Context: an optimization exercise on an open-source flow, tuned for small area, a short achievable clock period and few clock cycles. The choices shown serve that exercise and are no tape-out recipe.
At most, simulation tests tie the RTL to the original design; equivalence was not proved.
The flow treats the clock pin as an ideal source. Dropping or thinning the clock tree relies on that and would not hold on a real chip.
Power and IR drop assume default switching activity.

Design MyDesign, start of the top module:
module MyDesign(
  input wire reset_n                      ,  
  input wire clk                          ,
  input wire dut_valid                    , 
  output wire dut_ready                   ,
  output wire                           dut__tb__sram_input_write_enable  ,
  output wire [16-1 : 0     ]   dut__tb__sram_input_write_address ,
  output wire [32-1 : 0     ]   dut__tb__sram_input_write_data    ,
  output wire [16-1 : 0     ]   dut__tb__sram_input_read_address  , 
  input  wire signed [32-1 : 0     ]   tb__dut__sram_input_read_data     ,     
  output wire                           dut__tb__sram_weight_write_enable  ,
  output wire [16-1 : 0     ]   dut__tb__sram_weight_write_address ,
  output wire [32-1 : 0     ]   dut__tb__sram_weight_write_data    ,
  output wire [16-1 : 0     ]   dut__tb__sram_weight_read_address  , 
  input  wire signed [32-1 : 0     ]   tb__dut__sram_weight_read_data     ,     
  output wire                           dut__tb__sram_result_write_enable  ,
  output wire [16-1 : 0     ]   dut__tb__sram_result_write_address ,
  output wire signed [32-1 : 0     ]   dut__tb__sram_result_write_data    ,
  output wire [16-1 : 0     ]   dut__tb__sram_result_read_address  , 
  input  wire signed [32-1 : 0     ]   tb__dut__sram_result_read_data     ,     
  output wire                           dut__tb__sram_scratchpad_write_enable  ,
  output wire [16-1 : 0     ]   dut__tb__sram_scratchpad_write_address ,
  output wire signed [32-1 : 0     ]   dut__tb__sram_scratchpad_write_data    ,
  output wire [16-1 : 0     ]   dut__tb__sram_scratchpad_read_address  , 
  input  wire signed [32-1 : 0     ]   tb__dut__sram_scratchpad_read_data  
);
Size: roughly 2500 cells after synthesis, roughly 300 flip-flops, ~0.026 mm² of cells after synthesis.
==> flow/config.mk <==
export PLATFORM = sky130hd
export DESIGN_NAME = MyDesign
export DESIGN_NICKNAME = MyDesign
export VERILOG_FILES = /design/flow/design.v
export SDC_FILE = /design/flow/constraint.sdc
export NUM_CORES = 4
export LEC_CHECK = 0
export CAP_MARGIN = 20
export CORE_MARGIN = 2
export CORE_UTILIZATION = 40
export CTS_CLUSTER_DIAMETER = 100
export CTS_CLUSTER_SIZE = 20
export SLEW_MARGIN = 20
export SYNTH_HIERARCHICAL = 1
export SYNTH_MINIMUM_KEEP_SIZE = 0
==> flow/constraint.sdc <==
create_clock -name core_clock -period 16.0 [get_ports {clk}]
set_input_delay 3.2000 -clock core_clock [delete_from_list [all_inputs] [get_ports {clk}]]
set_output_delay 3.2000 -clock core_clock [all_outputs]
set_load 0.01 [all_outputs]
standard.sh (not shown) runs the stock make flow with config.mk's settings and CLKGATE_MAP_FILE= SYNTH_SCRIPT=/design/flow/synth_recipe.tcl, a recipe that flattens the netlist after the stock synthesis.
==> flow/flow/run.sh <==
#!/bin/bash
# Layout flow: the standard flow (standard.sh) with three changes to how the
# layout is made: port buffers use the small sky130_fd_sc_hd__buf_1 cell, and
# timing repair aims for extra setup slack so that the achieved period shrinks,
# and the constant outputs share one tie cell (SKIP_REPAIR_TIE_FANOUT).
# The clock period and constraints are the standard flow's own (constraint.sdc).
set -euo pipefail
bash standard.sh finish \
  "BUFFER_PORTS_ARGS=-buffer_cell sky130_fd_sc_hd__buf_1" \
  "SETUP_SLACK_MARGIN=11.7" \
  "SKIP_REPAIR_TIE_FANOUT=1" \
  > standard.log 2>&1
The starting point ran to the end with no violations.
Testbench counts at the start, summed over its fixed seeds: cycles 88,723.
Change:
==> flow/flow/run.sh (replaced) <==
#!/bin/bash
# Layout flow: the standard flow (standard.sh) with two changes to how the
# layout is made: port buffers use the small sky130_fd_sc_hd__buf_1 cell, and
# timing repair aims for extra setup slack so that the achieved period shrinks.
# The clock period and constraints are the standard flow's own (constraint.sdc).
set -euo pipefail
bash standard.sh finish \
  "BUFFER_PORTS_ARGS=-buffer_cell sky130_fd_sc_hd__buf_1" \
  "SETUP_SLACK_MARGIN=11.6" \
  "SKIP_REPAIR_TIE_FANOUT=1" \
  > standard.log 2>&1
Sequential share of layout area rises by 0.13 points.
Clock skew hardly moves.
Design area falls by about 2.2%.
Clock power falls by about 3.4%.
Worst setup slack degrades by 0.075 ns.
Power falls by about 1.9%.
Change:
--- a/flow/flow/run.sh
+++ b/flow/flow/run.sh
@@ -2 +2 @@
-# Layout flow: the standard flow (standard.sh) with two changes to how the
+# Layout flow: the standard flow (standard.sh) with three changes to how the
@@ -4 +4,2 @@
-# timing repair aims for extra setup slack so that the achieved period shrinks.
+# timing repair aims for extra setup slack so that the achieved period shrinks,
+# and the constant outputs share one tie cell (SKIP_REPAIR_TIE_FANOUT).
=> The changed run ran to the end with no violations. Register-to-register slack is about the same. Clock power hardly moves. Count of clock-buffer cells in the layout does not change. Routed wire length does not change. Design area does not change.
Change:
==> flow/flow/run.sh (replaced) <==
#!/bin/bash
# Layout flow: the standard flow (standard.sh) with two changes to how the
# layout is made: port buffers use the small sky130_fd_sc_hd__buf_1 cell, and
# timing repair aims for extra setup slack so that the achieved period shrinks.
# The clock period and constraints are the standard flow's own (constraint.sdc).
set -euo pipefail
bash standard.sh finish \
  "BUFFER_PORTS_ARGS=-buffer_cell sky130_fd_sc_hd__buf_1" \
  "SETUP_SLACK_MARGIN=11.6" \
  > standard.log 2>&1
- CORE_UTILIZATION: 40 -> 60
Setup slack loses 0.0043 ns.
Wire length came out lower by 0.56%.
Total power is about the same.


Setup of red:
Starting RTL as in the previous note.
==> flow/config.mk <==
export PLATFORM = sky130hd
export DESIGN_NAME = MyDesign
export DESIGN_NICKNAME = MyDesign
export VERILOG_FILES = /design/flow/design.v
export SDC_FILE = /design/flow/constraint.sdc
export NUM_CORES = 4
export LEC_CHECK = 0
export CAP_MARGIN = 20
export CORE_MARGIN = 2
export CORE_UTILIZATION = 40
export CTS_CLUSTER_DIAMETER = 100
export CTS_CLUSTER_SIZE = 20
export PLACE_DENSITY = 0.8
export SLEW_MARGIN = 20
export SYNTH_HIERARCHICAL = 1
export SYNTH_MINIMUM_KEEP_SIZE = 0
==> flow/constraint.sdc <==
create_clock -name core_clock -period 16.0 [get_ports {clk}]
set_input_delay 3.2000 -clock core_clock [delete_from_list [all_inputs] [get_ports {clk}]]
set_output_delay 3.2000 -clock core_clock [all_outputs]
set_load 0.01 [all_outputs]
==> flow/flow/run.sh <==
#!/bin/bash
# Layout flow: the standard flow (standard.sh) with these changes to how the
# layout is made:
# - port buffers use the small sky130_fd_sc_hd__buf_1 cell;
# - timing repair aims for extra setup slack so that the achieved period shrinks;
# - the constant outputs share one tie cell (SKIP_REPAIR_TIE_FANOUT);
# - after ORFS's CTS step, flow/manual_cts.tcl replaces TritonCTS's clock tree
#   with a flatter one (root buffers plus one level of leaf buffers, no
#   intended skew), then legalises placement and repairs timing again.
# The clock period and constraints are the standard flow's own (constraint.sdc).
set -euo pipefail
here="$(pwd)"
bash standard.sh finish \
  "BUFFER_PORTS_ARGS=-buffer_cell sky130_fd_sc_hd__buf_1" \
  "SETUP_SLACK_MARGIN=11.6" \
  "SKIP_REPAIR_TIE_FANOUT=1" \
  "POST_CTS_TCL=${here}/flow/manual_cts.tcl" \
  > standard.log 2>&1
Other scripts of this flow, unchanged in this note and not shown: flow/flow/manual_cts.tcl
red was carried through to the last stage, and its layout satisfied the timing, design-rule and antenna checks.
Testbench counts of red, summed over its fixed seeds: cycles 88,723.
[inputs] blue vs red
# red
export LEC_CHECK = 0
export CAP_MARGIN = 20
export CORE_MARGIN = 2
export CORE_UTILIZATION = 40
export CTS_CLUSTER_DIAMETER = 100
export CTS_CLUSTER_SIZE = 20
export PLACE_DENSITY = 0.8
export SLEW_MARGIN = 20
export SYNTH_HIERARCHICAL = 1
export SYNTH_MINIMUM_KEEP_SIZE = 0
create_clock -name core_clock -period 16.0 [get_ports {clk}]
# blue
export LEC_CHECK = 0
export CAP_MARGIN = 20
export CORE_MARGIN = 2
export CORE_UTILIZATION = 40
export CTS_CLUSTER_DIAMETER = 100
export CTS_CLUSTER_SIZE = 20
export SLEW_MARGIN = 20
export SYNTH_HIERARCHICAL = 1
export SYNTH_MINIMUM_KEEP_SIZE = 0
create_clock -name core_clock -period 16.0 [get_ports {clk}]
-- flow/flow/run.sh --
<<< red, line 15
  "SETUP_SLACK_MARGIN=11.6" \
>>> blue, line 15
  "SETUP_SLACK_MARGIN=11.8" \
### Flow results
Between blue and red, the difference in required arrival time at the worst endpoint is negligible.
When blue is set beside red, its final setup slack of the worst path turns out to be 71 ps larger.
Diff red..blue | detailed-route DRC error count | unchanged
blue — number of standard cells in the layout, taps in and fillers out 40 higher, red as reference
In every run of this note, the design's own scripts or RTL, not TritonCTS, make the clock network.


MyDesign, a different RTL version from the one above (not shown whole).
Size in the first run: about 300 flip-flops, ~390 I/O pins, roughly 26000 um2 of cells after synthesis.
export LEC_CHECK = 0
export CAP_MARGIN = 20
export CORE_MARGIN = 2
export CORE_UTILIZATION = 40
export CTS_CLUSTER_DIAMETER = 100
export CTS_CLUSTER_SIZE = 20
export SLEW_MARGIN = 20
export SYNTH_HIERARCHICAL = 1
export SYNTH_MINIMUM_KEEP_SIZE = 0
create_clock -name core_clock -period 16.0 [get_ports {clk}]
==> flow/flow/run.sh <==
#!/bin/bash
# Layout flow: the standard flow (standard.sh) with two changes to how the
# layout is made: port buffers use the small sky130_fd_sc_hd__buf_1 cell, and
# timing repair aims for extra setup slack so that the achieved period shrinks.
# The clock period and constraints are the standard flow's own (constraint.sdc).
set -euo pipefail
bash standard.sh finish \
  "BUFFER_PORTS_ARGS=-buffer_cell sky130_fd_sc_hd__buf_1" \
  "SETUP_SLACK_MARGIN=11.8" \
  > standard.log 2>&1
Then changed:
--- a/flow/flow/run.sh
+++ b/flow/flow/run.sh
@@ -7,4 +7,4 @@
 bash standard.sh finish \
   "BUFFER_PORTS_ARGS=-buffer_cell sky130_fd_sc_hd__buf_1" \
-  "SETUP_SLACK_MARGIN=11.8" \
+  "SETUP_SLACK_MARGIN=11" \
   > standard.log 2>&1
After rerunning:
- count of clock-buffer cells in the layout does not change
- cell count fell slightly
- non-clock buffer count fell by 30
- design area fell by a few percent
- maximum frequency fell by a few percent
- setup slack degrades by 0.28 ns
- synthesized area does not change
Then changed:
--- a/flow/flow/run.sh
+++ b/flow/flow/run.sh
@@ -7,4 +7,4 @@
 bash standard.sh finish \
   "BUFFER_PORTS_ARGS=-buffer_cell sky130_fd_sc_hd__buf_1" \
-  "SETUP_SLACK_MARGIN=11" \
+  "SETUP_SLACK_MARGIN=11.6" \
   > standard.log 2>&1
Result: Setup slack improved by 0.25 ns; sequential power hardly moves; cell area barely changes; maximum frequency grows by a few percent; power rises slightly; clock skew shrinks by 0.0082 ns; wire length went up slightly; die area does not change; global-route usage stays flat; clock-buffer cell count is unchanged; via count rose slightly.
No functional check of the RTL was part of any run of this note.

-- static timing again, ports no longer ideal --
No port has a modelled driver above. Below, the same layouts with a new extraction and two added sets of constraints. Step 1 (the two cells are an assumption about what drives the block):
set clk [get_ports {clk}]
set_driving_cell -lib_cell sky130_fd_sc_hd__clkbuf_16 $clk
set_driving_cell -lib_cell sky130_fd_sc_hd__buf_2 [delete_from_list [all_inputs] $clk]
Step 2, shift: input delay + t, output delay - t, t = (earliest + latest rising clock arrival at the registers) / 2. This alone moves slack from input paths to output paths. Three values: ideal, step 1, step 2; two values: the first two.
| run | t, ns | setup WS [ns] | hold WS [ns] |
|---|---|---|---|
| the first run of note 1 | 0.613 | 11.714 / 11.651 / 11.852 | 0.434 / 0.434 / 0.434 |
| the second run of note 1 | 0.619 | 11.639 / 11.575 / 11.801 | 0.437 / 0.437 / 0.437 |
| the third run of note 1 | 0.619 | 11.639 / 11.575 / 11.801 | 0.437 / 0.437 / 0.437 |
| the fourth run of note 1 | 0.602 | 11.634 / 11.573 / 11.804 | 0.436 / 0.436 / 0.436 |
| red | 0.425 | 11.763 / 11.705 / 11.763 | 0.423 / 0.423 / 0.423 |
| blue | 0.435 | 11.834 / 11.832 / 11.806 | 0.429 / 0.429 / 0.429 |
| the first run of note 3 | 0.619 | 11.671 / 11.610 / 11.875 | 0.438 / 0.438 / 0.438 |
| the second run of note 3 | 0.631 | 11.394 / 11.330 / 11.585 | 0.430 / 0.430 / 0.430 |
| the third run of note 3 | 0.619 | 11.640 / 11.574 / 11.666 | 0.438 / 0.438 / 0.438 |
After both steps setup and hold are still met in every run listed. For blue, which loses most, drivers alone change the setup slack by -0.002 ns; drivers and shift together by -0.028 ns.
